Source: an optimization exercise on an open RTL-to-GDS flow (aim: small area). Production flows keep margins and buffers that such runs may drop. RTL that was checked went through simulation tests only; none was proved equivalent to the original. The RTL of run 5 was laid out without a check of its function. Power and IR drop assume default switching activity.

==> flow/design.v (outline; a module is shown in full before it is edited, if it fits) <==
// module mac_mult: 1068 lines
// module fa_cell: 9 lines
// module ha_cell: 8 lines
// module booth_sel: 10 lines
// module booth_sel_n: 11 lines
// module booth_sel0: 8 lines
// module sel_or10: 12 lines
// module aoi222_cell: 11 lines
// module FIR_filter: 76 lines
module FIR_filter #(parameter order = 10)(
	input logic clk,
	input logic reset,
	input logic x_valid,
	input logic signed [23:0] x,
	input logic [16*order - 1:0] h,
	output logic signed [39:0] y
);
  // ...
==> flow/flow/run.sh <==
#!/bin/bash
# The standard layout, with three changes to how it is made:
#  - ports are buffered with the smallest buffer (buf_1) instead of the default choice;
#  - before floorplanning, combinational cells that synthesis upsized are set back to their
#    smallest size (downsize.tcl); the flow's timing repair upsizes again where needed;
#  - clock tree synthesis adds no dummy load cells.
# make's full output goes to flow_make.log; each step's log is under orfs/logs/.
set -euo pipefail
here=$(pwd)
bash standard.sh \
  "BUFFER_PORTS_ARGS=-buffer_cell sky130_fd_sc_hd__buf_1" \
  "PRE_FLOORPLAN_TCL=$here/flow/downsize.tcl" \
  "CTS_ARGS=-sink_clustering_enable -repair_clock_nets -sink_clustering_size 20 -sink_clustering_max_diameter 70 -buf_list sky130_fd_sc_hd__clkbuf_8 -dont_use_dummy_load" \
  finish > "$here/flow_make.log" 2>&1
==> flow/flow/downsize.tcl <==
# Set every combinational cell that is not a buffer, delay or clock cell to the smallest
# size of its kind (for example a22oi_2 -> a22oi_1). Sequential cells are left alone.
set db [ord::get_db]
set n 0
foreach inst [[ord::get_db_block] getInsts] {
  set master [$inst getMaster]
  set name [$master getName]
  if { ![regexp {^sky130_fd_sc_hd__([a-z0-9]+)_([0-9]+)$} $name -> base drive] } { continue }
  if { [regexp {^(df|edf|sdf|sedf|dl|clk|buf|dly|conb|tap|fill|decap|diode|probe|lpflow)} $base] } { continue }
  set best $master
  foreach d {0 1 2} {
    set cand [$db findMaster "sky130_fd_sc_hd__${base}_$d"]
    if { $cand ne "NULL" && [$cand getWidth] < [[set best] getWidth] } { set best $cand }
  }
  if { $best ne $master } {
    replace_cell [$inst getName] [$best getName]
    incr n
  }
}
puts "downsize.tcl: resized $n instances"
==> flow/standard.sh <==
#!/bin/bash
# synth_recipe.tcl (not shown) runs the flow's synth.tcl, then flattens the netlist and writes it again
# the make line also repeats each setting of config.mk as NAME=value (left out here)
make -C /OpenROAD-flow-scripts/flow DESIGN_CONFIG=/design/flow/config.mk WORK_HOME=/design/flow/orfs CLKGATE_MAP_FILE= SYNTH_SCRIPT=/design/flow/synth_recipe.tcl "${@:-finish}"
==> flow/config.mk <==
export PLATFORM = sky130hd
export DESIGN_NAME = FIR_filter
export DESIGN_NICKNAME = FIR_filter
export VERILOG_FILES = /design/flow/design.v
export SDC_FILE = /design/flow/constraint.sdc
export NUM_CORES = 4
export LEC_CHECK = 0
export CAP_MARGIN = 0
export CORE_MARGIN = 2
export CORE_UTILIZATION = 65
export PLACE_DENSITY = 0.75
export SLEW_MARGIN = 0
export SYNTH_HIERARCHICAL = 1
==> flow/constraint.sdc <==
create_clock -name core_clock -period 10.0 [get_ports {clk}]
set_input_delay 2.0000 -clock core_clock [delete_from_list [all_inputs] [get_ports {clk}]]
set_output_delay 2.0000 -clock core_clock [all_outputs]
set_load 0.01 [all_outputs]
==> run notes, run 1 <==
# TYPE chip_impl_metric gauge
chip_impl_info{name="run_status",value="timing/DRC/antenna clean"} 1
chip_impl_info{name="hold_path_end",value="ring[7][7]"} 1
chip_impl_metric{name="met1_usage",unit="%"} 49.0
chip_impl_metric{name="detail_route.drc_violations",unit=""} 0
chip_impl_metric{name="totalWireLength",unit="um"} 46200
chip_impl_metric{name="nNetsFinal",unit=""} 2153
chip_impl_info{name="critPathLaunchType",value="flop"} 1
chip_impl_metric{name="dr_wl_met2",unit="um"} 20100
chip_impl_metric{name="critical_path_buf_inv_count",unit=""} 2
chip_impl_metric{name="timing.final.crit_share",unit="%"} 92.7
chip_impl_metric{name="power_density",unit="nW/um^2"} 293
chip_impl_metric{name="vias_per_cell",unit=""} 6.43
chip_impl_info{name="cts_tree",value="yes"} 1
chip_impl_metric{name="multi_input_area_share",unit="%"} 55.8
chip_impl_metric{name="final-nonclk-buf-share",unit="%"} 6.12
chip_impl_info{name="topRoutingLayerUsed",value="met4"} 1
chip_impl_info{name="critPathSlowestCell",value="sky130_fd_sc_hd__nor3_2"} 1
chip_impl_metric{name="reg2reg_slack",unit="ns"} 0.73
chip_impl_metric{name="multi_input_comb_area",unit="sq um"} 10600
chip_impl_metric{name="powerClk",unit="uW"} 559
chip_impl_metric{name="number_of_flip_flops_in_the_largest_register",unit=""} 216
chip_impl_info{name="commonest_non_fill_non_tap_cell_in_the_layout",value="sky130_fd_sc_hd__dfxtp_1"} 1
chip_impl_metric{name="dpl.cell_count",unit=""} 2014
chip_impl_metric{name="gr-usage-all-layers",unit="%"} 33.6
chip_impl_metric{name="maxSlewViolCount",unit=""} 0
chip_impl_metric{name="post-route-min-period",unit="ns"} 9.27
chip_impl_metric{name="die_height",unit="um"} 166
chip_impl_metric{name="dpl_cell_area",unit="sq um"} 18600
chip_impl_metric{name="post_synth_inst_count",unit=""} 1434
chip_impl_metric{name="pre_cts_ws",unit="ns"} 0.757
chip_impl_metric{name="dp_hpwl",unit="um"} 33400
chip_impl_metric{name="worstPathArrival",unit="ns"} 9.75
chip_impl_metric{name="swShare",unit="%"} 41.9
chip_impl_info{name="r2r-start",value="use_k"} 1
chip_impl_metric{name="final_cell_area",unit="sq um"} 18900
chip_impl_metric{name="synth_nets",unit=""} 1883
chip_impl_info{name="grt_most_used_layer",value="met2"} 1
chip_impl_metric{name="drtPass1Iterations",unit=""} 10
chip_impl_metric{name="finalWeightedCongestion",unit=""} 1.12
==> run 2: changes to the inputs <==
--- a/flow/config.mk
+++ b/flow/config.mk
@@ -9,5 +9,5 @@
 export CORE_MARGIN = 2
 export CORE_UTILIZATION = 65
-export PLACE_DENSITY = 0.75
+export GPL_ROUTABILITY_DRIVEN = 0
 export SLEW_MARGIN = 0
 export SYNTH_HIERARCHICAL = 1
==> run notes, run 2 <==
# TYPE chip_impl_metric gauge
chip_impl_metric{name="fin_tns_setup",unit="ns"} 0
chip_impl_metric{name="post_synth_inst_count",unit=""} 1434
chip_impl_info{name="critPathLaunchType",value="flop"} 1
chip_impl_metric{name="grt_antenna_before_repair",unit=""} 0
chip_impl_metric{name="post_route_m1_wl",unit="um"} 19200
chip_impl_info{name="timing.critical_path.to_type",value="flop"} 1
chip_impl_info{name="run_status",value="timing/DRC/antenna clean"} 1
chip_impl_metric{name="clock_sink_count",unit=""} 300
chip_impl_metric{name="timing_hold_violations_final",unit=""} 0
chip_impl_metric{name="fillerInstances",unit=""} 1889
chip_impl_metric{name="cap_violations",unit=""} 0
chip_impl_info{name="largest_register",value="ring"} 1
chip_impl_info{name="top_regs",value="ring: 216 flops, acc: 40 flops, hold: 24 flops"} 1
chip_impl_info{name="cts_tree",value="yes"} 1
chip_impl_metric{name="fin_worst_skew",unit="ns"} 0.0536
chip_impl_info{name="clk_root_buffer_cell",value="sky130_fd_sc_hd__clkbuf_8"} 1
chip_impl_metric{name="nNetsFinal",unit=""} 2149
chip_impl_info{name="rsz0062_at_grt",value="false"} 1
chip_impl_metric{name="cts-root-to-sink-buffers",unit=""} 3
chip_impl_info{name="most_frequent_cells_in_the_layout",value="276 x sky130_fd_sc_hd__dfxtp_1, 225 x sky130_fd_sc_hd__buf_1, 204 x sky130_fd_sc_hd__xor2_1"} 1
chip_impl_metric{name="post_cts_resized",unit=""} 0
chip_impl_metric{name="timing.final.crit_share",unit="%"} 91.3
chip_impl_metric{name="worst_slack",unit="ns"} 0.873
chip_impl_metric{name="critical_path_required",unit="ns"} 10.47
chip_impl_info{name="commonest_non_fill_non_tap_cell_in_the_layout",value="sky130_fd_sc_hd__dfxtp_1"} 1
chip_impl_metric{name="post-route-min-period",unit="ns"} 9.13
chip_impl_metric{name="rows",unit=""} 59
chip_impl_metric{name="clock_latency",unit="ns"} 0.58
chip_impl_metric{name="maxSlewViolCount",unit=""} 0
chip_impl_metric{name="leakage",unit="uW"} 0.00919
chip_impl_metric{name="gr-usage-all-layers",unit="%"} 33.0
chip_impl_metric{name="avgRoutedWirePerCell",unit="um"} 22.5
chip_impl_metric{name="p_int",unit="uW"} 3220
chip_impl_metric{name="grt_max_degree",unit=""} 60
chip_impl_metric{name="synth_nets",unit=""} 1883
chip_impl_metric{name="fmax",unit="MHz"} 110
chip_impl_metric{name="dp_hpwl",unit="um"} 33500
chip_impl_metric{name="synth.yosys.warnings",unit=""} 8
chip_impl_metric{name="number_of_flip_flops_in_the_largest_register",unit=""} 216
chip_impl_metric{name="detail_route.drc_violations",unit=""} 0
chip_impl_metric{name="layout-drive-gt1-share",unit="%"} 8.24
chip_impl_metric{name="die-area",unit="sq um"} 27500
chip_impl_metric{name="post_cts_hold_buffer_count",unit=""} 0
chip_impl_metric{name="die_width",unit="um"} 166
chip_impl_metric{name="coreArea",unit="sq um"} 25900
chip_impl_metric{name="dr_wl_met2",unit="um"} 20300
chip_impl_metric{name="worstPathArrival",unit="ns"} 9.59
chip_impl_metric{name="pre_cts_ws",unit="ns"} 0.599
chip_impl_metric{name="port_buffers",unit=""} 226
chip_impl_metric{name="timing.critical_path.fanout_max",unit=""} 16
chip_impl_metric{name="die_height",unit="um"} 166
chip_impl_metric{name="grt_pass1_wl",unit="um"} 72100
chip_impl_metric{name="power.combinational.fraction",unit="%"} 62.3
chip_impl_metric{name="antenna_left",unit=""} 0
chip_impl_metric{name="drtPass1Iterations",unit=""} 12
chip_impl_metric{name="total_switching_power",unit="uW"} 2340
chip_impl_metric{name="grt_pass1_vias",unit=""} 13200
chip_impl_metric{name="grt_remaining_overflow",unit=""} 0
chip_impl_metric{name="max_slew_margin",unit="%"} 8.26
chip_impl_metric{name="numCtsBuffers",unit=""} 22
chip_impl_metric{name="insertedDiodeCount",unit=""} 0
chip_impl_metric{name="vias_per_cell",unit=""} 6.36
chip_impl_metric{name="totalWireLength",unit="um"} 45700
chip_impl_metric{name="num_vias",unit=""} 12900
chip_impl_metric{name="final_setup_vio_count",unit=""} 0
chip_impl_metric{name="share_of_total_power_in_the_clock_network",unit="%"} 9.9
chip_impl_metric{name="timing_worst_slew_pin_value",unit="ns"} 1.37
chip_impl_metric{name="swShare",unit="%"} 42.0
chip_impl_metric{name="detailroute.wirelength.met3",unit="um"} 4860
chip_impl_metric{name="h-tree-depth",unit=""} 1
chip_impl_metric{name="io_pins",unit=""} 227
chip_impl_metric{name="power.ir.vdd_worst",unit="V"} 0.000379
chip_impl_metric{name="drt_iter0_drc",unit=""} 1520
chip_impl_metric{name="initial_core_util",unit="%"} 65.8
chip_impl_info{name="worstHoldPathType",value="reg2reg"} 1
chip_impl_info{name="topRoutingLayerUsed",value="met4"} 1
chip_impl_metric{name="cts.clk_slew.worst_paths",unit="ns"} 0.12
chip_impl_metric{name="power_density",unit="nW/um^2"} 294
chip_impl_metric{name="cts.repair_timing.setup_buffer_count",unit=""} 0
chip_impl_info{name="timing.setup.critical_path_class",value="reg2reg"} 1
chip_impl_metric{name="share_seq_of_total_power",unit="%"} 27.9
[run 2: per-stage QoR]
stage / hold slack (ns) / total power, uW / utilization [%] / std cells / area (sq um)
floorplan: 0.310 / 4200 / - / 1434 / 17100
global placement: 0.310 / 4860 / 71.7 / 2011 / 18600
detailed placement: 0.312 / 5010 / 71.7 / 2011 / 18600
CTS: 0.276 / 5580 / 72.9 / 2033 / 18900
global route: 0.271 / 6100 / 72.9 / 2033 / 18900
finish: 0.269 / 5560 / 72.9 / 2033 / 18900
[run 2: layout make-up]
type | count | area, sq um | share of cell area [%]
inverter | 59 | 221 | 1.17
clock buffer | 22 | 303 | 1.60
multi-input combinational | 1053 | 10600 | 55.9
timing repair buffer | 264 | 1130 | 6.01
sequential | 300 | 6250 | 33.1
tap | 335 | 419 | 2.22
[run 2: worst paths after layout]
check	startpoint	end	slack, ns	cells after the start
setup / recovery	use_k	acc[33]	0.87	24
hold / removal	ring[1][3]	ring[2][3]	0.27	0
setup reg to reg	use_k	acc[33]	0.87	24
hold reg to reg	ring[1][3]	ring[2][3]	0.27	0
[run 2: power groups by stage]
stage	logic [uW]	registers [uW]	clock network [uW]
after floorplan	2630	1570	0
after global placement	3300	1570	0
after detailed placement	3430	1580	0
after CTS	3460	1550	567
after global routing	3930	1570	601
final	3460	1550	549
[run 2: metal layers]
| layer | GRT usage (%) | vias to the layer above |
|---|---|---|
| met4 | 11.0 | 0 |
| met3 | 7.67 | 110 |
| met5 | 0 | - |
| met2 | 49.8 | 792 |
| li1 | - | 5694 |
| met1 | 47.6 | 6336 |
[run 2: worst max-delay path: stages, from the launching register on]
cell                       delay, ns
sky130_fd_sc_hd__dfxtp_1        0.37
sky130_fd_sc_hd__or3b_2         0.51
sky130_fd_sc_hd__nor2_1         1.04
sky130_fd_sc_hd__a222oi_1       0.31
sky130_fd_sc_hd__nand4_1        0.52
sky130_fd_sc_hd__nand2_1        0.48
sky130_fd_sc_hd__o22ai_1        0.28
sky130_fd_sc_hd__xor2_1         0.18
sky130_fd_sc_hd__ha_1           0.28
sky130_fd_sc_hd__fa_1           0.43
sky130_fd_sc_hd__fa_2           0.38
sky130_fd_sc_hd__fa_2           0.35
sky130_fd_sc_hd__fa_2           0.34
sky130_fd_sc_hd__fa_2           0.36
sky130_fd_sc_hd__fa_2           0.36
sky130_fd_sc_hd__fa_2           0.36
sky130_fd_sc_hd__fa_2           0.39
sky130_fd_sc_hd__a211oi_2       0.27
sky130_fd_sc_hd__o211ai_1       0.23
sky130_fd_sc_hd__nand3_1        0.13
sky130_fd_sc_hd__nand3_1        0.30
sky130_fd_sc_hd__a21o_1         0.28
sky130_fd_sc_hd__a21o_1         0.18
sky130_fd_sc_hd__fa_1           0.42
sky130_fd_sc_hd__or2_2          0.27
==> run 3: changes to the inputs <==
--- a/flow/flow/run.sh
+++ b/flow/flow/run.sh
@@ -11,4 +11,4 @@
   "BUFFER_PORTS_ARGS=-buffer_cell sky130_fd_sc_hd__buf_1" \
   "PRE_FLOORPLAN_TCL=$here/flow/downsize.tcl" \
-  "CTS_ARGS=-sink_clustering_enable -repair_clock_nets -sink_clustering_size 20 -sink_clustering_max_diameter 70 -buf_list sky130_fd_sc_hd__clkbuf_8 -dont_use_dummy_load" \
+  "CTS_ARGS=-sink_clustering_enable -repair_clock_nets -sink_clustering_size 30 -sink_clustering_max_diameter 100 -buf_list sky130_fd_sc_hd__clkbuf_16 -dont_use_dummy_load" \
   finish > "$here/flow_make.log" 2>&1
--- a/flow/config.mk
+++ b/flow/config.mk
@@ -8,6 +8,5 @@
 export CAP_MARGIN = 0
 export CORE_MARGIN = 2
-export CORE_UTILIZATION = 65
-export GPL_ROUTABILITY_DRIVEN = 0
+export CORE_UTILIZATION = 60
 export SLEW_MARGIN = 0
 export SYNTH_HIERARCHICAL = 1
==> run notes, run 3 <==
# TYPE chip_impl_metric gauge
chip_impl_info{name="most_frequent_cells_in_the_layout",value="276 x sky130_fd_sc_hd__dfxtp_1, 225 x sky130_fd_sc_hd__buf_1, 204 x sky130_fd_sc_hd__xor2_1"} 1
chip_impl_metric{name="nNetsFinal",unit=""} 2146
chip_impl_metric{name="clock_sink_count",unit=""} 300
chip_impl_metric{name="cts.repair_timing.setup_buffer_count",unit=""} 0
chip_impl_metric{name="power.ir.vdd_worst",unit="V"} 0.000205
chip_impl_metric{name="timing.critical_path.fanout_max",unit=""} 12
chip_impl_metric{name="coreArea",unit="sq um"} 27900
chip_impl_metric{name="drtPass1Iterations",unit=""} 10
chip_impl_metric{name="post-route-min-period",unit="ns"} 9.19
chip_impl_metric{name="detailroute.wirelength.met3",unit="um"} 4280
chip_impl_metric{name="grt_remaining_overflow",unit=""} 0
chip_impl_metric{name="post_cts_resized",unit=""} 0
chip_impl_metric{name="timing_hold_violations_final",unit=""} 0
chip_impl_metric{name="numCtsBuffers",unit=""} 15
chip_impl_metric{name="final_cell_area",unit="sq um"} 19000
chip_impl_metric{name="pre_cts_ws",unit="ns"} 0.381
chip_impl_info{name="cts_tree",value="yes"} 1
chip_impl_metric{name="post_route_m1_wl",unit="um"} 20100
chip_impl_info{name="critPathSlowestCell",value="sky130_fd_sc_hd__a2111oi_0"} 1
chip_impl_info{name="cpLargestDelayFamily",value="adder cells"} 1
chip_impl_metric{name="grt_pass1_wl",unit="um"} 71500
chip_impl_info{name="timing.critical_path.cells",value="buf_1 > a222oi_1 > nand4_1 > xnor2_2 > buf_4 > o22ai_1 > xor2_1 > fa_1 > fa_1 > fa_1 > fa_1 > ha_1 > nand4_1 > a2111oi_0 > nand3_1 > nand3_1 > a21o_1 > a21o_1 > fa_1 > or2_2"} 1
chip_impl_metric{name="die_height",unit="um"} 173
chip_impl_metric{name="fin_worst_skew",unit="ns"} 0.0659
chip_impl_metric{name="die_width",unit="um"} 173
chip_impl_metric{name="number_of_flip_flops_in_the_largest_register",unit=""} 216
chip_impl_info{name="rsz0062_at_grt",value="false"} 1
chip_impl_info{name="run_status",value="timing/DRC/antenna clean"} 1
chip_impl_metric{name="max_slew_margin",unit="%"} 20.7
chip_impl_metric{name="gr-usage-all-layers",unit="%"} 30.1
chip_impl_metric{name="h-tree-depth",unit=""} 1
chip_impl_metric{name="synth_nets",unit=""} 1883
chip_impl_info{name="largest_register",value="ring"} 1
chip_impl_metric{name="post-route-util",unit="%"} 68.3
chip_impl_metric{name="grt_pass1_vias",unit=""} 13000
chip_impl_metric{name="synth.yosys.warnings",unit=""} 8
chip_impl_metric{name="critical_path_buf_inv_count",unit=""} 2
chip_impl_metric{name="post_cts_hold_buffer_count",unit=""} 0
chip_impl_info{name="top_regs",value="ring: 216 flops, acc: 40 flops, hold: 24 flops"} 1
chip_impl_metric{name="io_pins",unit=""} 227
chip_impl_metric{name="finalWeightedCongestion",unit=""} 1.16
chip_impl_metric{name="timing_worst_slew_pin_value",unit="ns"} 1.16
chip_impl_metric{name="totalWireLength",unit="um"} 45000
chip_impl_metric{name="drt_iter0_drc",unit=""} 1384
chip_impl_info{name="commonest_non_fill_non_tap_cell_in_the_layout",value="sky130_fd_sc_hd__dfxtp_1"} 1
chip_impl_metric{name="insertedDiodeCount",unit=""} 0
chip_impl_metric{name="critical_path_required",unit="ns"} 10.36
chip_impl_metric{name="dp_hpwl",unit="um"} 33200
chip_impl_info{name="crit_path_frequent_cell",value="sky130_fd_sc_hd__fa_1"} 1
chip_impl_metric{name="rows",unit=""} 61
chip_impl_info{name="worstHoldPathType",value="reg2reg"} 1
chip_impl_metric{name="num_vias",unit=""} 12600
chip_impl_metric{name="detail_route.drc_violations",unit=""} 0
chip_impl_info{name="topRoutingLayerUsed",value="met4"} 1
chip_impl_metric{name="clock_latency",unit="ns"} 0.52
chip_impl_metric{name="final_setup_vio_count",unit=""} 0
chip_impl_metric{name="post_synth_inst_count",unit=""} 1434
chip_impl_metric{name="dr_wl_met2",unit="um"} 19500
chip_impl_metric{name="dpl_cell_area",unit="sq um"} 18700
chip_impl_metric{name="worst_slack",unit="ns"} 0.813
chip_impl_metric{name="antenna_left",unit=""} 0
chip_impl_info{name="clk_root_buffer_cell",value="sky130_fd_sc_hd__clkbuf_16"} 1
chip_impl_metric{name="cts-root-to-sink-buffers",unit=""} 3
chip_impl_metric{name="maxSlewViolCount",unit=""} 0
chip_impl_metric{name="totalPowerFinal",unit="uW"} 5610
chip_impl_metric{name="die-area",unit="sq um"} 29800
chip_impl_metric{name="leakage",unit="uW"} 0.00924
chip_impl_metric{name="initial_core_util",unit="%"} 61.2
chip_impl_metric{name="critical_path.max_stage_delay",unit="ns"} 1.04
chip_impl_metric{name="timing.final.crit_share",unit="%"} 91.9
chip_impl_metric{name="grt_antenna_before_repair",unit=""} 0
chip_impl_metric{name="fin_tns_setup",unit="ns"} 0
chip_impl_info{name="timing.critical_path.to_type",value="flop"} 1
chip_impl_metric{name="port_buffers",unit=""} 226
chip_impl_metric{name="fmax",unit="MHz"} 109
chip_impl_metric{name="avgRoutedWirePerCell",unit="um"} 21.7
chip_impl_metric{name="cap_violations",unit=""} 0
chip_impl_info{name="critPathLaunchType",value="input port"} 1
chip_impl_metric{name="power_density",unit="nW/um^2"} 295
chip_impl_metric{name="cts.clk_slew.worst_paths",unit="ns"} 0.11
chip_impl_metric{name="layout-drive-gt1-share",unit="%"} 8.14
chip_impl_metric{name="grt_max_degree",unit=""} 62
chip_impl_info{name="timing.setup.critical_path_class",value="in2reg"} 1
chip_impl_metric{name="worstPathArrival",unit="ns"} 9.55
chip_impl_metric{name="vias_per_cell",unit=""} 6.10
-- run 3: metal layers --
metal | vias up | global-route usage, %
met3 | 104 | 7.96
met5 | - | 0
li1 | 5692 | -
met4 | 0 | 7.80
met1 | 6213 | 43.9
met2 | 638 | 45.1
-- run 3: where the power goes --
part	switching [uW]	internal [uW]
clock network	355	270
registers	103	1450
logic	1860	1570
-- run 3: path summary, 6_finish.rpt --
kind | start | endpoint | slack [ns] | cells after the start
worst max-delay path | h[101] | acc[33] | 0.81 | 20
worst max register to register | k[1] | acc[33] | 1.46 | 22
worst min register to register | ring[5][17] | ring[6][17] | 0.29 | 0
worst min-delay path | ring[5][17] | ring[6][17] | 0.29 | 0
-- run 3: cell type report --
type | count | area, sq um
Clock buffer | 15 | 375
Fill cell | 2155 | 8820
Inverter | 59 | 221
Multi-Input combinational cell | 1053 | 10600
Sequential cell | 300 | 6250
Tap cell | 378 | 473
Timing Repair Buffer | 268 | 1160
-- run 3: worst reg2reg max path: stages (launching register included) --
cell and delay, ns:
sky130_fd_sc_hd__dfxtp_1 0.45, sky130_fd_sc_hd__nand2b_1 0.19, sky130_fd_sc_hd__nor2_1 0.06, sky130_fd_sc_hd__buf_4 0.21, sky130_fd_sc_hd__a222oi_1 0.46, sky130_fd_sc_hd__nand4_1 0.42
sky130_fd_sc_hd__xnor2_2 0.77, sky130_fd_sc_hd__buf_4 0.34, sky130_fd_sc_hd__o22ai_1 0.12, sky130_fd_sc_hd__xor2_1 0.19, sky130_fd_sc_hd__fa_1 0.43, sky130_fd_sc_hd__fa_1 0.48
sky130_fd_sc_hd__fa_1 0.50, sky130_fd_sc_hd__fa_1 0.54, sky130_fd_sc_hd__ha_1 0.33, sky130_fd_sc_hd__nand4_1 0.25, sky130_fd_sc_hd__a2111oi_0 1.04, sky130_fd_sc_hd__nand3_1 0.29
sky130_fd_sc_hd__nand3_1 0.36, sky130_fd_sc_hd__a21o_1 0.17, sky130_fd_sc_hd__a21o_1 0.12, sky130_fd_sc_hd__fa_1 0.39, sky130_fd_sc_hd__or2_2 0.27
-- run 3: per-stage QoR --
| stage | std cells | hold WS [ns] |
|---|---|---|
| floorplan | 1434 | 0.310 |
| global placement | 2058 | 0.310 |
| detailed placement | 2058 | 0.312 |
| CTS | 2073 | 0.293 |
| global route | 2073 | 0.289 |
| finish | 2073 | 0.293 |
==> run 4: changes to the inputs <==
--- a/flow/flow/run.sh
+++ b/flow/flow/run.sh
@@ -11,4 +11,4 @@
   "BUFFER_PORTS_ARGS=-buffer_cell sky130_fd_sc_hd__buf_1" \
   "PRE_FLOORPLAN_TCL=$here/flow/downsize.tcl" \
-  "CTS_ARGS=-sink_clustering_enable -repair_clock_nets -sink_clustering_size 30 -sink_clustering_max_diameter 100 -buf_list sky130_fd_sc_hd__clkbuf_16 -dont_use_dummy_load" \
+  "CTS_ARGS=-sink_clustering_enable -repair_clock_nets -sink_clustering_size 18 -sink_clustering_max_diameter 60 -buf_list sky130_fd_sc_hd__clkbuf_8 -dont_use_dummy_load" \
   finish > "$here/flow_make.log" 2>&1
--- a/flow/config.mk
+++ b/flow/config.mk
@@ -8,5 +8,5 @@
 export CAP_MARGIN = 0
 export CORE_MARGIN = 2
-export CORE_UTILIZATION = 60
+export CORE_UTILIZATION = 65
 export SLEW_MARGIN = 0
 export SYNTH_HIERARCHICAL = 1
==> run notes, run 4 <==
# TYPE chip_impl_metric gauge
chip_impl_info{name="rsz0062_at_grt",value="false"} 1
chip_impl_metric{name="h-tree-depth",unit=""} 1
chip_impl_info{name="cts_tree",value="yes"} 1
chip_impl_metric{name="synth.yosys.warnings",unit=""} 8
chip_impl_metric{name="total_switching_power",unit="uW"} 2330
chip_impl_metric{name="detail_route.drc_violations",unit=""} 0
chip_impl_metric{name="maxSlewViolCount",unit=""} 0
chip_impl_info{name="holdCritStartpoint",value="ring[7][22]"} 1
chip_impl_metric{name="power_density",unit="nW/um^2"} 295
chip_impl_metric{name="timing_worst_slew_pin_value",unit="ns"} 1.33
chip_impl_metric{name="grt_max_degree",unit=""} 52
chip_impl_metric{name="totalPowerFinal",unit="uW"} 5580
chip_impl_info{name="top_regs",value="ring: 216 flops, acc: 40 flops, hold: 24 flops"} 1
chip_impl_info{name="worstHoldPathType",value="reg2reg"} 1
chip_impl_metric{name="power.ir.vdd_worst",unit="V"} 0.000268
chip_impl_metric{name="timing_hold_violations_final",unit=""} 0
chip_impl_metric{name="final_cell_area",unit="sq um"} 18900
chip_impl_metric{name="critical_path.max_stage_delay",unit="ns"} 0.88
chip_impl_metric{name="avgRoutedWirePerCell",unit="um"} 22.4
chip_impl_metric{name="post-route-util",unit="%"} 73.0
chip_impl_metric{name="clock_sink_count",unit=""} 300
chip_impl_metric{name="nNetsFinal",unit=""} 2150
chip_impl_info{name="clk_root_buffer_cell",value="sky130_fd_sc_hd__clkbuf_8"} 1
chip_impl_metric{name="post-route-min-period",unit="ns"} 9.34
chip_impl_info{name="r2r-start",value="use_k"} 1
chip_impl_metric{name="antenna_left",unit=""} 0
chip_impl_info{name="crit_path_frequent_cell",value="sky130_fd_sc_hd__fa_1"} 1
chip_impl_metric{name="fmax",unit="MHz"} 107
chip_impl_metric{name="critical_path_required",unit="ns"} 10.41
chip_impl_metric{name="vias_per_cell",unit=""} 6.31
chip_impl_metric{name="worstPathArrival",unit="ns"} 9.75
chip_impl_metric{name="port_buffers",unit=""} 226
chip_impl_metric{name="leakage",unit="uW"} 0.00920
chip_impl_metric{name="synth_nets",unit=""} 1883
chip_impl_metric{name="rows",unit=""} 59
chip_impl_metric{name="timing.final.crit_share",unit="%"} 93.4
chip_impl_info{name="critPathSlowestCell",value="sky130_fd_sc_hd__a2111oi_0"} 1
chip_impl_metric{name="swShare",unit="%"} 41.8
chip_impl_info{name="run_status",value="timing/DRC/antenna clean"} 1
chip_impl_metric{name="totalWireLength",unit="um"} 45600
chip_impl_metric{name="insertedDiodeCount",unit=""} 0
chip_impl_metric{name="dpl_cell_area",unit="sq um"} 18600
chip_impl_metric{name="finalWeightedCongestion",unit=""} 1.14
chip_impl_metric{name="num_vias",unit=""} 12800
chip_impl_metric{name="cts-root-to-sink-buffers",unit=""} 3
chip_impl_metric{name="cts.repair_timing.setup_buffer_count",unit=""} 0
chip_impl_metric{name="post_cts_hold_buffer_count",unit=""} 0
chip_impl_metric{name="share_of_total_power_in_the_clock_network",unit="%"} 10.4
chip_impl_metric{name="fin_worst_skew",unit="ns"} 0.0627
chip_impl_metric{name="numCtsBuffers",unit=""} 25
chip_impl_metric{name="clock_latency",unit="ns"} 0.59
chip_impl_metric{name="coreArea",unit="sq um"} 25900
chip_impl_metric{name="layout-drive-gt1-share",unit="%"} 8.30
chip_impl_metric{name="post_synth_inst_count",unit=""} 1434
chip_impl_metric{name="drtPass1Iterations",unit=""} 10
chip_impl_metric{name="grt_remaining_overflow",unit=""} 0
chip_impl_metric{name="power.combinational.fraction",unit="%"} 61.8
chip_impl_metric{name="grt_pass1_vias",unit=""} 13500
chip_impl_info{name="timing.setup.critical_path_class",value="in2reg"} 1
chip_impl_info{name="timing.critical_path.to_type",value="flop"} 1
chip_impl_metric{name="cap_violations",unit=""} 0
chip_impl_metric{name="number_of_flip_flops_in_the_largest_register",unit=""} 216
chip_impl_info{name="startpoint",value="h[3]"} 1
chip_impl_metric{name="io_pins",unit=""} 227
chip_impl_metric{name="post_cts_resized",unit=""} 0
chip_impl_metric{name="grt_pass1_wl",unit="um"} 72800
chip_impl_metric{name="pre_cts_ws",unit="ns"} 0.498
chip_impl_metric{name="initial_core_util",unit="%"} 65.8
chip_impl_metric{name="cts.clk_slew.worst_paths",unit="ns"} 0.10
chip_impl_metric{name="die_height",unit="um"} 166
chip_impl_metric{name="max_slew_margin",unit="%"} 11.0
chip_impl_metric{name="drt_iter0_drc",unit=""} 1299
chip_impl_metric{name="die-area",unit="sq um"} 27500
chip_impl_metric{name="grt_antenna_before_repair",unit=""} 0
chip_impl_metric{name="dp_hpwl",unit="um"} 33300
chip_impl_metric{name="p_int",unit="uW"} 3250
chip_impl_info{name="critPathLaunchType",value="input port"} 1
chip_impl_info{name="commonest_non_fill_non_tap_cell_in_the_layout",value="sky130_fd_sc_hd__dfxtp_1"} 1
chip_impl_metric{name="gr-usage-all-layers",unit="%"} 33.3
chip_impl_info{name="largest_register",value="ring"} 1
chip_impl_metric{name="timing.critical_path.fanout_max",unit=""} 13
chip_impl_metric{name="worst_slack",unit="ns"} 0.662
chip_impl_info{name="timing.critical_path.cells",value="buf_1 > a222oi_1 > nand4_1 > xnor2_2 > buf_4 > o22ai_1 > xor2_1 > fa_1 > fa_1 > fa_1 > fa_1 > ha_1 > nand4_1 > a2111oi_0 > nand3_1 > nand3_1 > a21o_1 > a21o_1 > fa_1 > or2_2"} 1
chip_impl_metric{name="die_width",unit="um"} 166
chip_impl_info{name="most_frequent_cells_in_the_layout",value="276 x sky130_fd_sc_hd__dfxtp_1, 225 x sky130_fd_sc_hd__buf_1, 204 x sky130_fd_sc_hd__xor2_1"} 1
chip_impl_metric{name="share_seq_of_total_power",unit="%"} 27.8
chip_impl_metric{name="final_setup_vio_count",unit=""} 0
## run 4: cell type report
cell class | count | area (sq um)
inverter | 59 | 221
fill | 1871 | 7010
clock buffer | 25 | 344
timing repair buffer | 262 | 1120
tap | 335 | 419
multi-input combinational | 1053 | 10600
sequential | 300 | 6250
## run 4: worst paths after layout
kind / cells after the start / slack [ns] / to
worst min register to register: 0 / 0.27 / ring[8][22]
worst min-delay path: 0 / 0.27 / ring[8][22]
worst max register to register: 22 / 0.92 / acc[33]
worst max-delay path: 20 / 0.66 / acc[33]
## run 4: worst max-delay path: cells and delay by family
family | cells | cell delay [ns]
AO/OA/AOI/OAI | 5 | 1.99
XOR/XNOR | 2 | 1.00
adder cells (fa/ha/maj) | 6 | 2.76
buffers and inverters | 2 | 0.41
AND/OR/NAND/NOR | 5 | 1.57
## run 4: metrics by stage
step,TNS [ns],hold slack [ns],std cells
floorplan,-0.00595,0.310,1434
global placement,0,0.310,2009
detailed placement,0,0.312,2009
CTS,0,0.272,2034
global route,0,0.274,2034
finish,0,0.275,2034
## run 4: per-layer routing
| layer | up-vias | wire length (um) | GRT usage (%) |
|---|---|---|---|
| li1 | 5704 | - | - |
| met4 | 2 | 1450 | 11.2 |
| met1 | 6235 | 18700 | 46.2 |
| met5 | - | 69 | 1.91 |
| met3 | 147 | 5030 | 10.0 |
| met2 | 753 | 20300 | 50.4 |
## run 4: power by group through the flow
| stage | Combinational (uW) | Clock, uW | Sequential, uW |
|---|---|---|---|
| final | 3440 | 581 | 1550 |
| after global routing | 3950 | 638 | 1570 |
| after CTS | 3450 | 600 | 1550 |
| after detailed placement | 3420 | 0 | 1580 |
| after global placement | 3300 | 0 | 1570 |
| after floorplan | 2630 | 0 | 1570 |
==> module FIR_filter, before the edit <==
module FIR_filter #(parameter order = 10)(
	input logic clk,
	input logic reset,
	input logic x_valid,
	input logic signed [23:0] x,
	input logic [16*order - 1:0] h,
	output logic signed [39:0] y
);
	localparam int R = order - 1;		 
	logic [23:0] ring [0:R - 1];		 
	logic [23:0] hold;			 
	logic [3:0] age;			 
	logic pend;				 
	logic ins;				 
	logic last;				 
	logic [3:0] left;			 
	logic [3:0] nvalid;			 
	logic [3:0] k;				 
	logic use_k;				 
	logic [39:0] acc;
	wire [23:0] tail = ring[R - 1];
	wire [23:0] smp_n = last ? hold : tail;
	logic [3:0] age_n, left_n, nvalid_n, k_n;
	logic pend_n, use_n;
	always_comb begin
		if (reset) begin
			pend_n = 1'b0;
			left_n = '0;
			nvalid_n = '0;
			age_n = R - 1;
		end else if (x_valid) begin
			pend_n = 1'b1;
			left_n = order;
			nvalid_n = (nvalid == order) ? nvalid : nvalid + 4'd1;
			age_n = (age == 0) ? R : age;
		end else begin
			pend_n = pend & ~ins;
			left_n = (left != 0) ? left - 4'd1 : left;
			nvalid_n = nvalid;
			if (pend && !ins)
				age_n = (age == 1) ? R : age - 4'd1;	 
			else
				age_n = (age == 0) ? R - 1 : age - 4'd1;	 
		end
		k_n = (left_n == 1) ? 4'd0 : age_n;
		use_n = (left_n != 0) && (k_n < nvalid_n);
	end
	logic [order - 1:0] sel;		 
	always_comb
		for (int j = 0; j < order; j++) sel[j] = use_k && k == j;
	logic [15:0] tap;
	genvar b;
	generate
	for (b = 0; b < 16; b++) begin : tap_mux
		sel_or10 u_mux (.sel(sel), .d({h[144 + b], h[128 + b], h[112 + b], h[96 + b], h[80 + b],
			h[64 + b], h[48 + b], h[32 + b], h[16 + b], h[b]}), .y(tap[b]));
	end
	endgenerate
	logic [39:0] sum;
	mac_mult u_mult (.act(left != 0), .a(tap), .bn(smp_n), .acc(acc), .p(sum));
	always_ff @(posedge clk) begin
		ring[0] <= ins ? hold : tail;
		for (int i = 1; i < R; i++) ring[i] <= ring[i - 1];
		if (x_valid) hold <= ~x;
		acc <= x_valid ? 40'hAAAE000000 : sum;
		k <= k_n;
		use_k <= use_n;
		pend <= pend_n;
		ins <= pend_n && age_n == R;
		last <= left_n == 1;
		left <= left_n;
		nvalid <= nvalid_n;
		age <= age_n;
	end
	assign y = acc;
endmodule
==> run 5: changes to the inputs <==
--- a/flow/design.v
+++ b/flow/design.v
@@ -1157,10 +1157,9 @@
 	logic [3:0] nvalid;			 
 	logic [3:0] k;				 
-	logic use_k;				 
 	logic [39:0] acc;
 	wire [23:0] tail = ring[R - 1];
 	wire [23:0] smp_n = last ? hold : tail;
 	logic [3:0] age_n, left_n, nvalid_n, k_n;
-	logic pend_n, use_n;
+	logic pend_n;
 	always_comb begin
 		if (reset) begin
@@ -1184,9 +1183,9 @@
 		end
 		k_n = (left_n == 1) ? 4'd0 : age_n;
-		use_n = (left_n != 0) && (k_n < nvalid_n);
+		if (left_n == 0 || k_n >= nvalid_n) k_n = 4'd15;	 
 	end
 	logic [order - 1:0] sel;		 
 	always_comb
-		for (int j = 0; j < order; j++) sel[j] = use_k && k == j;
+		for (int j = 0; j < order; j++) sel[j] = k == j;
 	logic [15:0] tap;
 	genvar b;
@@ -1205,5 +1204,4 @@
 		acc <= x_valid ? 40'hAAAE000000 : sum;
 		k <= k_n;
-		use_k <= use_n;
 		pend <= pend_n;
 		ins <= pend_n && age_n == R;
--- a/flow/flow/run.sh
+++ b/flow/flow/run.sh
@@ -11,4 +11,4 @@
   "BUFFER_PORTS_ARGS=-buffer_cell sky130_fd_sc_hd__buf_1" \
   "PRE_FLOORPLAN_TCL=$here/flow/downsize.tcl" \
-  "CTS_ARGS=-sink_clustering_enable -repair_clock_nets -sink_clustering_size 18 -sink_clustering_max_diameter 60 -buf_list sky130_fd_sc_hd__clkbuf_8 -dont_use_dummy_load" \
+  "CTS_ARGS=-sink_clustering_enable -repair_clock_nets -sink_clustering_size 20 -sink_clustering_max_diameter 70 -buf_list sky130_fd_sc_hd__clkbuf_8 -dont_use_dummy_load" \
   finish > "$here/flow_make.log" 2>&1
--- a/flow/config.mk
+++ b/flow/config.mk
@@ -8,5 +8,5 @@
 export CAP_MARGIN = 0
 export CORE_MARGIN = 2
-export CORE_UTILIZATION = 65
+export CORE_UTILIZATION = 55
 export SLEW_MARGIN = 0
 export SYNTH_HIERARCHICAL = 1
==> run notes, run 5 <==
# TYPE chip_impl_metric gauge
chip_impl_metric{name="final_cell_area",unit="sq um"} 19100
chip_impl_metric{name="dp_hpwl",unit="um"} 32900
chip_impl_info{name="timing.setup.critical_path_class",value="in2reg"} 1
chip_impl_metric{name="critical_path_required",unit="ns"} 10.39
chip_impl_metric{name="power.ir.vdd_worst",unit="V"} 0.000165
chip_impl_metric{name="grt_pass1_vias",unit=""} 13000
chip_impl_metric{name="critical_path_buf_inv_count",unit=""} 2
chip_impl_metric{name="cts.repair_timing.setup_buffer_count",unit=""} 0
chip_impl_metric{name="fillerInstances",unit=""} 2563
chip_impl_metric{name="num_vias",unit=""} 12400
chip_impl_metric{name="h-tree-depth",unit=""} 1
chip_impl_metric{name="critical_path.max_stage_delay",unit="ns"} 0.54
chip_impl_info{name="worstHoldPathType",value="reg2reg"} 1
chip_impl_metric{name="initial_core_util",unit="%"} 55.9
chip_impl_info{name="cts_tree",value="yes"} 1
chip_impl_info{name="critPathLaunchType",value="input port"} 1
chip_impl_metric{name="seq_area",unit="sq um"} 6230
chip_impl_info{name="commonest_non_fill_non_tap_cell_in_the_layout",value="sky130_fd_sc_hd__dfxtp_1"} 1
chip_impl_info{name="grt_most_used_layer",value="met2"} 1
chip_impl_metric{name="post_cts_hold_buffer_count",unit=""} 0
chip_impl_metric{name="coreArea",unit="sq um"} 30600
chip_impl_metric{name="avgRoutedWirePerCell",unit="um"} 20.9
chip_impl_metric{name="antenna_left",unit=""} 0
chip_impl_metric{name="synth.yosys.warnings",unit=""} 8
chip_impl_metric{name="cap_violations",unit=""} 0
chip_impl_metric{name="timing_worst_slew_pin_value",unit="ns"} 1.07
chip_impl_metric{name="detail_route.drc_violations",unit=""} 0
chip_impl_metric{name="vias_per_cell",unit=""} 5.88
chip_impl_metric{name="io_pins",unit=""} 227
chip_impl_metric{name="grt_pass1_wl",unit="um"} 70600
chip_impl_metric{name="finalWeightedCongestion",unit=""} 0.883
chip_impl_metric{name="synth_nets",unit=""} 1890
chip_impl_info{name="critPathSlowestCell",value="sky130_fd_sc_hd__fa_1"} 1
chip_impl_info{name="rsz0062_at_grt",value="false"} 1
chip_impl_info{name="most_frequent_cells_in_the_layout",value="274 x sky130_fd_sc_hd__dfxtp_1, 225 x sky130_fd_sc_hd__buf_1, 205 x sky130_fd_sc_hd__xor2_1"} 1
chip_impl_metric{name="cts-root-to-sink-buffers",unit=""} 3
chip_impl_metric{name="met1_usage",unit="%"} 36.5
chip_impl_metric{name="post-route-min-period",unit="ns"} 8.79
chip_impl_metric{name="totalPowerFinal",unit="uW"} 3490
chip_impl_info{name="top_regs",value="ring: 216 flops, acc: 40 flops, hold: 24 flops"} 1
chip_impl_metric{name="fmax",unit="MHz"} 114
chip_impl_metric{name="drt_iter0_drc",unit=""} 1012
chip_impl_metric{name="multi_input_comb_area",unit="sq um"} 10600
chip_impl_metric{name="grt_remaining_overflow",unit=""} 0
chip_impl_info{name="run_status",value="timing/DRC/antenna clean"} 1
chip_impl_metric{name="post_cts_resized",unit=""} 0
chip_impl_metric{name="cts.clk_slew.worst_paths",unit="ns"} 0.11
chip_impl_metric{name="grt_max_degree",unit=""} 81
chip_impl_metric{name="drtPass1Iterations",unit=""} 8
chip_impl_info{name="clk_root_buffer_cell",value="sky130_fd_sc_hd__clkbuf_8"} 1
chip_impl_metric{name="clock_sink_count",unit=""} 299
chip_impl_metric{name="maxSlewViolCount",unit=""} 0
chip_impl_metric{name="nNetsFinal",unit=""} 2160
chip_impl_metric{name="numCtsBuffers",unit=""} 22
chip_impl_metric{name="die-area",unit="sq um"} 32500
chip_impl_info{name="crit_path_frequent_cell",value="sky130_fd_sc_hd__fa_2"} 1
chip_impl_metric{name="totalWireLength",unit="um"} 44100
chip_impl_info{name="timing.critical_path.to_type",value="flop"} 1
chip_impl_metric{name="final_setup_vio_count",unit=""} 0
chip_impl_metric{name="die_width",unit="um"} 180
chip_impl_metric{name="max_slew_margin",unit="%"} 28.2
chip_impl_metric{name="grt_antenna_before_repair",unit=""} 1
chip_impl_metric{name="power_density",unit="nW/um^2"} 183
chip_impl_metric{name="dpl_cell_area",unit="sq um"} 18700
chip_impl_metric{name="gr-usage-met2",unit="%"} 44.9
chip_impl_info{name="cpLargestDelayFamily",value="adder cells"} 1
chip_impl_metric{name="number_of_flip_flops_in_the_largest_register",unit=""} 216
chip_impl_metric{name="timing_hold_violations_final",unit=""} 0
chip_impl_metric{name="layout-drive-gt1-share",unit="%"} 8.78
chip_impl_metric{name="die_height",unit="um"} 180
chip_impl_metric{name="timing.final.crit_share",unit="%"} 87.9
chip_impl_metric{name="timing.critical_path.fanout_max",unit=""} 23
chip_impl_metric{name="post_synth_inst_count",unit=""} 1440
chip_impl_metric{name="port_buffers",unit=""} 226
chip_impl_metric{name="rows",unit=""} 64
chip_impl_metric{name="gr-usage-all-layers",unit="%"} 27.3
chip_impl_metric{name="leakage",unit="uW"} 0.00943
chip_impl_metric{name="fin_worst_skew",unit="ns"} 0.109
chip_impl_info{name="largest_register",value="ring"} 1
chip_impl_metric{name="globalRouteMet3Util",unit="%"} 4.77
chip_impl_metric{name="clock_latency",unit="ns"} 0.59
chip_impl_metric{name="worstPathArrival",unit="ns"} 9.18
[run 5: stage by stage]
step,worst slack [ns],utilization (%),std cells,hold WS (ns),TNS [ns]
final,1.21,62.3,2105,0.292,0
after global routing,0.787,62.3,2105,0.302,0
after CTS,1.26,62.3,2104,0.299,0
after detailed placement,0.682,61.3,2082,0.312,0
after global placement,0.775,61.3,2082,0.310,0
after floorplan,-0.312,-,1440,0.310,-1.69
[run 5: routing by layer]
| layer | vias to the layer above | wire length (um) |
|---|---|---|
| li1 | 5725 | - |
| met2 | 488 | 20700 |
| met1 | 6082 | 18700 |
| met5 | - | 0 |
| met3 | 88 | 3130 |
| met4 | 0 | 1540 |
[run 5: worst register-to-register path: cells and delay by family, from the launching register on]
family / cells / cell delay (ns)
AOI/OAI and AO/OA: 7 / 1.73
and+or+nand+nor: 7 / 1.70
adders and majority gates: 9 / 3.42
buffers and inverters: 2 / 0.54
DFF: 1 / 0.48
xor gates and xnor gates: 2 / 0.38
[run 5: final timing paths]
check | start | endpoint | slack, ns | depth (start not counted)
setup reg to reg | k[2] | acc[38] | 1.57 | 27
hold / removal | ring[6][14] | ring[7][14] | 0.29 | 0
hold reg to reg | ring[6][14] | ring[7][14] | 0.29 | 0
setup / recovery | h[49] | acc[38] | 1.21 | 25
[run 5: cell type report]
cell class | count | area share, %
Multi-Input combinational cell | 1063 | 55.9
Sequential cell | 299 | 32.7
Timing Repair Buffer | 268 | 6.11
Tap cell | 396 | 2.60
Clock buffer | 22 | 1.59
Inverter | 56 | 1.10
Antenna cell | 1 | 0.0131
[run 5: power by group]
part	internal, uW	total (uW)	leakage [uW]	switching (uW)
sequential	1420	1510	0.00250	97.8
combinational	640	1430	0.00678	785
clock	197	548	0.000158	351
==> run 6: changes to the inputs <==
--- a/flow/design.v
+++ b/flow/design.v
@@ -1115,27 +1115,4 @@
 	assign p = (~one_n & ~b0_n) ^ neg;
 endmodule
-module sel_or10 (
-	input logic [9:0] sel,
-	input logic [9:0] d,
-	output logic y
-);
-	logic n0, n1, n2, n3;
-	aoi222_cell u_a0 (sel[0], d[0], sel[1], d[1], sel[2], d[2], n0);
-	aoi222_cell u_a1 (sel[3], d[3], sel[4], d[4], sel[5], d[5], n1);
-	aoi222_cell u_a2 (sel[6], d[6], sel[7], d[7], sel[8], d[8], n2);
-	assign n3 = ~(sel[9] & d[9]);
-	assign y = ~(n0 & n1 & n2 & n3);
-endmodule
-module aoi222_cell (
-	input logic a1,
-	input logic a2,
-	input logic b1,
-	input logic b2,
-	input logic c1,
-	input logic c2,
-	output logic y
-);
-	assign y = ~((a1 & a2) | (b1 & b2) | (c1 & c2));
-endmodule
 `timescale 1ns/1ps
 module FIR_filter #(parameter order = 10)(
@@ -1157,9 +1134,10 @@
 	logic [3:0] nvalid;			 
 	logic [3:0] k;				 
+	logic use_k;				 
 	logic [39:0] acc;
 	wire [23:0] tail = ring[R - 1];
-	wire [23:0] smp_n = last ? hold : tail;
+	wire [23:0] smp_n = ~(last ? hold : tail);	 
 	logic [3:0] age_n, left_n, nvalid_n, k_n;
-	logic pend_n;
+	logic pend_n, use_n;
 	always_comb begin
 		if (reset) begin
@@ -1183,17 +1161,12 @@
 		end
 		k_n = (left_n == 1) ? 4'd0 : age_n;
-		if (left_n == 0 || k_n >= nvalid_n) k_n = 4'd15;	 
+		use_n = (left_n != 0) && (k_n < nvalid_n);
 	end
-	logic [order - 1:0] sel;		 
-	always_comb
-		for (int j = 0; j < order; j++) sel[j] = k == j;
 	logic [15:0] tap;
-	genvar b;
-	generate
-	for (b = 0; b < 16; b++) begin : tap_mux
-		sel_or10 u_mux (.sel(sel), .d({h[144 + b], h[128 + b], h[112 + b], h[96 + b], h[80 + b],
-			h[64 + b], h[48 + b], h[32 + b], h[16 + b], h[b]}), .y(tap[b]));
+	always_comb begin
+		tap = '0;
+		for (int j = 0; j < order; j++)
+			if (use_k && k == j) tap = tap | h[16*j +: 16];
 	end
-	endgenerate
 	logic [39:0] sum;
 	mac_mult u_mult (.act(left != 0), .a(tap), .bn(smp_n), .acc(acc), .p(sum));
@@ -1201,7 +1174,8 @@
 		ring[0] <= ins ? hold : tail;
 		for (int i = 1; i < R; i++) ring[i] <= ring[i - 1];
-		if (x_valid) hold <= ~x;
+		if (x_valid) hold <= x;
 		acc <= x_valid ? 40'hAAAE000000 : sum;
 		k <= k_n;
+		use_k <= use_n;
 		pend <= pend_n;
 		ins <= pend_n && age_n == R;
--- a/flow/flow/run.sh
+++ b/flow/flow/run.sh
@@ -3,5 +3,5 @@
 #  - ports are buffered with the smallest buffer (buf_1) instead of the default choice;
 #  - before floorplanning, combinational cells that synthesis upsized are set back to their
-#    smallest size (downsize.tcl); the flow's timing repair upsizes again where needed;
+#    smallest size, or size 2 for high fanout (downsize.tcl); timing repair resizes again as needed;
 #  - clock tree synthesis adds no dummy load cells.
 # make's full output goes to flow_make.log; each step's log is under orfs/logs/.
==> flow/flow/downsize.tcl (replaced) <==
# Size every combinational cell that is not a buffer, delay or clock cell by its fanout: the
# smallest size of its kind (for example a22oi_2 -> a22oi_1), or size 2 when its output drives
# FANOUT_BIG or more pins. Sequential cells are left alone. The flow's timing repair resizes
# again where needed.
set FANOUT_BIG 10
set db [ord::get_db]
set n 0
foreach inst [[ord::get_db_block] getInsts] {
  set master [$inst getMaster]
  set name [$master getName]
  if { ![regexp {^sky130_fd_sc_hd__([a-z0-9]+)_([0-9]+)$} $name -> base drive] } { continue }
  if { [regexp {^(df|edf|sdf|sedf|dl|clk|buf|dly|conb|tap|fill|decap|diode|probe|lpflow)} $base] } { continue }
  set fanout 0
  foreach it [$inst getITerms] {
    if { [$it isOutputSignal] && [$it getNet] ne "NULL" } {
      set fanout [expr { $fanout + [llength [[$it getNet] getITerms]] - 1 + [llength [[$it getNet] getBTerms]] }]
    }
  }
  set best $master
  if { $fanout >= $FANOUT_BIG } {
    set cand [$db findMaster "sky130_fd_sc_hd__${base}_2"]
    if { $cand ne "NULL" } { set best $cand }
  } else {
    foreach d {0 1 2} {
      set cand [$db findMaster "sky130_fd_sc_hd__${base}_$d"]
      if { $cand ne "NULL" && [$cand getWidth] < [[set best] getWidth] } { set best $cand }
    }
  }
  if { $best ne $master } {
    replace_cell [$inst getName] [$best getName]
    incr n
  }
}
puts "downsize.tcl: resized $n instances"
--- a/flow/config.mk
+++ b/flow/config.mk
@@ -8,5 +8,5 @@
 export CAP_MARGIN = 0
 export CORE_MARGIN = 2
-export CORE_UTILIZATION = 55
+export CORE_UTILIZATION = 60
 export SLEW_MARGIN = 0
 export SYNTH_HIERARCHICAL = 1
==> run notes, run 6 <==
# TYPE chip_impl_metric gauge
chip_impl_info{name="commonest_non_fill_non_tap_cell_in_the_layout",value="sky130_fd_sc_hd__dfxtp_1"} 1
chip_impl_metric{name="post_cts_hold_buffer_count",unit=""} 0
chip_impl_metric{name="port_buffers",unit=""} 226
chip_impl_metric{name="die_height",unit="um"} 174
chip_impl_metric{name="die-area",unit="sq um"} 30200
chip_impl_info{name="worstHoldPathType",value="reg2reg"} 1
chip_impl_metric{name="grt_max_degree",unit=""} 55
chip_impl_metric{name="post-route-min-period",unit="ns"} 9.11
chip_impl_info{name="r2r-start",value="k[2]"} 1
chip_impl_metric{name="fin_worst_skew",unit="ns"} 0.117
chip_impl_metric{name="timing_hold_violations_final",unit=""} 0
chip_impl_info{name="largest_register",value="ring"} 1
chip_impl_metric{name="rows",unit=""} 62
chip_impl_metric{name="grt_remaining_overflow",unit=""} 0
chip_impl_metric{name="grt_pass1_vias",unit=""} 13200
chip_impl_metric{name="power_density",unit="nW/um^2"} 199
chip_impl_metric{name="clock_sink_count",unit=""} 300
chip_impl_metric{name="critical_path_required",unit="ns"} 10.45
chip_impl_metric{name="die_width",unit="um"} 174
chip_impl_metric{name="fin_tns_setup",unit="ns"} 0
chip_impl_metric{name="numCtsBuffers",unit=""} 22
chip_impl_metric{name="io_pins",unit=""} 227
chip_impl_metric{name="cap_violations",unit=""} 0
chip_impl_metric{name="initial_core_util",unit="%"} 60.6
chip_impl_metric{name="synth.yosys.warnings",unit=""} 8
chip_impl_metric{name="post_synth_inst_count",unit=""} 1443
chip_impl_metric{name="coreArea",unit="sq um"} 28500
chip_impl_metric{name="dp_hpwl",unit="um"} 34000
chip_impl_metric{name="synth_nets",unit=""} 1892
chip_impl_info{name="timing.setup.critical_path_class",value="in2reg"} 1
chip_impl_metric{name="max_slew_margin",unit="%"} 26.6
chip_impl_info{name="timing.critical_path.to_type",value="flop"} 1
chip_impl_info{name="most_frequent_cells_in_the_layout",value="275 x sky130_fd_sc_hd__dfxtp_1, 225 x sky130_fd_sc_hd__buf_1, 204 x sky130_fd_sc_hd__xor2_1"} 1
chip_impl_metric{name="insertedDiodeCount",unit=""} 0
chip_impl_info{name="r2r-end",value="acc[26]"} 1
chip_impl_metric{name="cts.repair_timing.setup_buffer_count",unit=""} 0
chip_impl_metric{name="timing_worst_slew_pin_value",unit="ns"} 1.08
chip_impl_metric{name="post_cts_resized",unit=""} 0
chip_impl_metric{name="avgRoutedWirePerCell",unit="um"} 21.3
chip_impl_metric{name="reg2reg_depth",unit=""} 26
chip_impl_info{name="critPathLaunchType",value="input port"} 1
chip_impl_metric{name="clock_latency",unit="ns"} 0.59
chip_impl_metric{name="drt_iter0_drc",unit=""} 1024
chip_impl_info{name="hold_path_end",value="ring[6][6]"} 1
chip_impl_metric{name="final_setup_vio_count",unit=""} 0
chip_impl_metric{name="cts-root-to-sink-buffers",unit=""} 3
chip_impl_metric{name="detail_route.drc_violations",unit=""} 0
chip_impl_metric{name="timing.critical_path.fanout_max",unit=""} 30
chip_impl_info{name="clk_root_buffer_cell",value="sky130_fd_sc_hd__clkbuf_8"} 1
chip_impl_metric{name="antenna_left",unit=""} 0
chip_impl_info{name="cts_tree",value="yes"} 1
chip_impl_metric{name="grt_pass1_wl",unit="um"} 71700
chip_impl_info{name="run_status",value="timing/DRC/antenna clean"} 1
chip_impl_metric{name="nNetsFinal",unit=""} 2171
chip_impl_metric{name="maxSlewViolCount",unit=""} 0
chip_impl_metric{name="fin_worst_hold_slack",unit="ns"} 0.302
chip_impl_metric{name="drtPass1Iterations",unit=""} 5
chip_impl_metric{name="h-tree-depth",unit=""} 1
chip_impl_metric{name="cts.clk_slew.worst_paths",unit="ns"} 0.11
chip_impl_metric{name="fmax",unit="MHz"} 110
chip_impl_metric{name="leakage",unit="uW"} 0.00899
chip_impl_metric{name="timing.final.crit_share",unit="%"} 91.1
chip_impl_metric{name="reg2reg_slack",unit="ns"} 1.29
chip_impl_metric{name="power.ir.vdd_worst",unit="V"} 0.000188
chip_impl_info{name="rsz0062_at_grt",value="false"} 1
chip_impl_metric{name="finalWeightedCongestion",unit=""} 0.994
chip_impl_metric{name="worst_hold_path_stage_count",unit=""} 0
chip_impl_metric{name="gr-usage-all-layers",unit="%"} 30.2
chip_impl_metric{name="worstPathArrival",unit="ns"} 9.56
chip_impl_metric{name="layout-drive-gt1-share",unit="%"} 10.5
chip_impl_info{name="top_regs",value="ring: 216 flops, acc: 40 flops, hold: 24 flops"} 1
chip_impl_info{name="holdCritStartpoint",value="ring[5][6]"} 1
chip_impl_metric{name="number_of_flip_flops_in_the_largest_register",unit=""} 216
chip_impl_metric{name="grt_antenna_before_repair",unit=""} 0
chip_impl_metric{name="vias_per_cell",unit=""} 6.00
chip_impl_metric{name="totalWireLength",unit="um"} 44800
chip_impl_metric{name="num_vias",unit=""} 12600
-- run 6: report_power, final --
| group | total, uW | switching, uW | internal (uW) |
|---|---|---|---|
| registers | 1540 | 112 | 1430 |
| clock network | 542 | 345 | 197 |
| logic | 1740 | 974 | 769 |
| total | 3830 | 1430 | 2390 |
-- run 6: worst max-delay path, stage by stage --
cell and delay, ns:
sky130_fd_sc_hd__buf_1 0.07, sky130_fd_sc_hd__a22o_1 0.19, sky130_fd_sc_hd__a221oi_1 0.31, sky130_fd_sc_hd__nand4_2 0.17, sky130_fd_sc_hd__buf_4 0.30, sky130_fd_sc_hd__xnor2_2 0.19, sky130_fd_sc_hd__nor2_1 0.12, sky130_fd_sc_hd__xor2_1 0.23
sky130_fd_sc_hd__fa_1 0.48, sky130_fd_sc_hd__fa_1 0.44, sky130_fd_sc_hd__fa_1 0.40, sky130_fd_sc_hd__fa_1 0.41, sky130_fd_sc_hd__fa_1 0.42, sky130_fd_sc_hd__fa_1 0.42, sky130_fd_sc_hd__fa_1 0.41, sky130_fd_sc_hd__fa_1 0.43
sky130_fd_sc_hd__a211oi_1 0.23, sky130_fd_sc_hd__o21ai_0 0.26, sky130_fd_sc_hd__o211ai_1 0.62, sky130_fd_sc_hd__nand2_1 0.23, sky130_fd_sc_hd__a21o_1 0.23, sky130_fd_sc_hd__a21o_1 0.18, sky130_fd_sc_hd__fa_1 0.37, sky130_fd_sc_hd__xor2_1 0.16
sky130_fd_sc_hd__or2_2 0.27
-- run 6: area by class of cell --
cell class              instances  area [sq um]
clock buffers                  22           303
fillers                      2284          9280
inverters                      37           139
multi-input cells            1074         10800
flip-flops and latches        300          6250
well taps                     384           480
repair buffers                287          1310
-- run 6: worst max path at each step --
stage,from,to,slack [ns],depth (start not counted)
6_report,h[17],acc[26],0.89,25
5_1_grt,h[17],acc[26],0.63,25
4_1_cts,h[17],acc[26],1.09,25
3_5_place_dp,h[17],acc[26],0.47,25
3_3_place_gp,h[17],acc[26],0.61,25
2_1_floorplan,h[17],acc[26],0.34,23
-- run 6: routing by layer --
metal / track usage, % / part of all wire, % / up-vias
met3: 4.76 / 7.2 / 95
met2: 48.2 / 46 / 499
met1: 42.5 / 43 / 6294
li1: - / - / 5744
met4: 9.84 / 3.6 / 0
met5: 0 / 0 / -
-- run 6: through the flow --
stage	std cells	instance area (sq um)	power, uW	utilization, %	setup slack [ns]
after floorplan	1443	17300	2820	-	0.342
after global placement	2082	19000	3240	66.4	0.605
after detailed placement	2082	19000	3300	66.4	0.469
after CTS	2104	19300	3860	67.5	1.09
after global routing	2104	19300	4130	67.5	0.631
final	2104	19300	3830	67.5	0.888

static timing again, ports no longer ideal:
The flow's constraints put no driver on any port. The routed layouts listed below were extracted and timed again, unchanged, in two steps. Step 1 assumes that a clkbuf_16 drives the clock port and a buf_2 every other input. Step 2 times the ports against the registers' clock, not the clock port: input delays grow and output delays shrink by t, the midpoint of the rising clock arrivals with the driver on. a / b / c = ideal / step 1 / step 2; a / b = the first two.
| run | shift t [ns] | slack for setup (ns) | hold slack, ns | worst setup path at the end |
|---|---|---|---|---|
| run 1 | 0.598 | 0.726 / 0.726 / 0.554 | 0.266 / 0.266 / 0.266 | input to register |
| run 2 | 0.593 | 0.873 / 0.873 / 0.372 | 0.269 / 0.269 / 0.269 | input to register |
| run 3 | 0.536 | 0.813 / 0.845 / 0.309 | 0.293 / 0.293 / 0.293 | input to register |
| run 4 | 0.607 | 0.662 / 0.689 / 0.081 | 0.275 / 0.275 / 0.275 | input to register |
| run 5 | 0.584 | 1.211 / 1.238 / 0.654 | 0.292 / 0.292 / 0.292 | input to register |
| run 6 | 0.577 | 0.888 / 0.912 / 0.336 | 0.302 / 0.302 / 0.302 | input to register |
After both steps setup and hold are still met in every run listed. The setup slack of run 4, which loses most, moves by +0.027 ns with the drivers and by -0.581 ns with both steps.
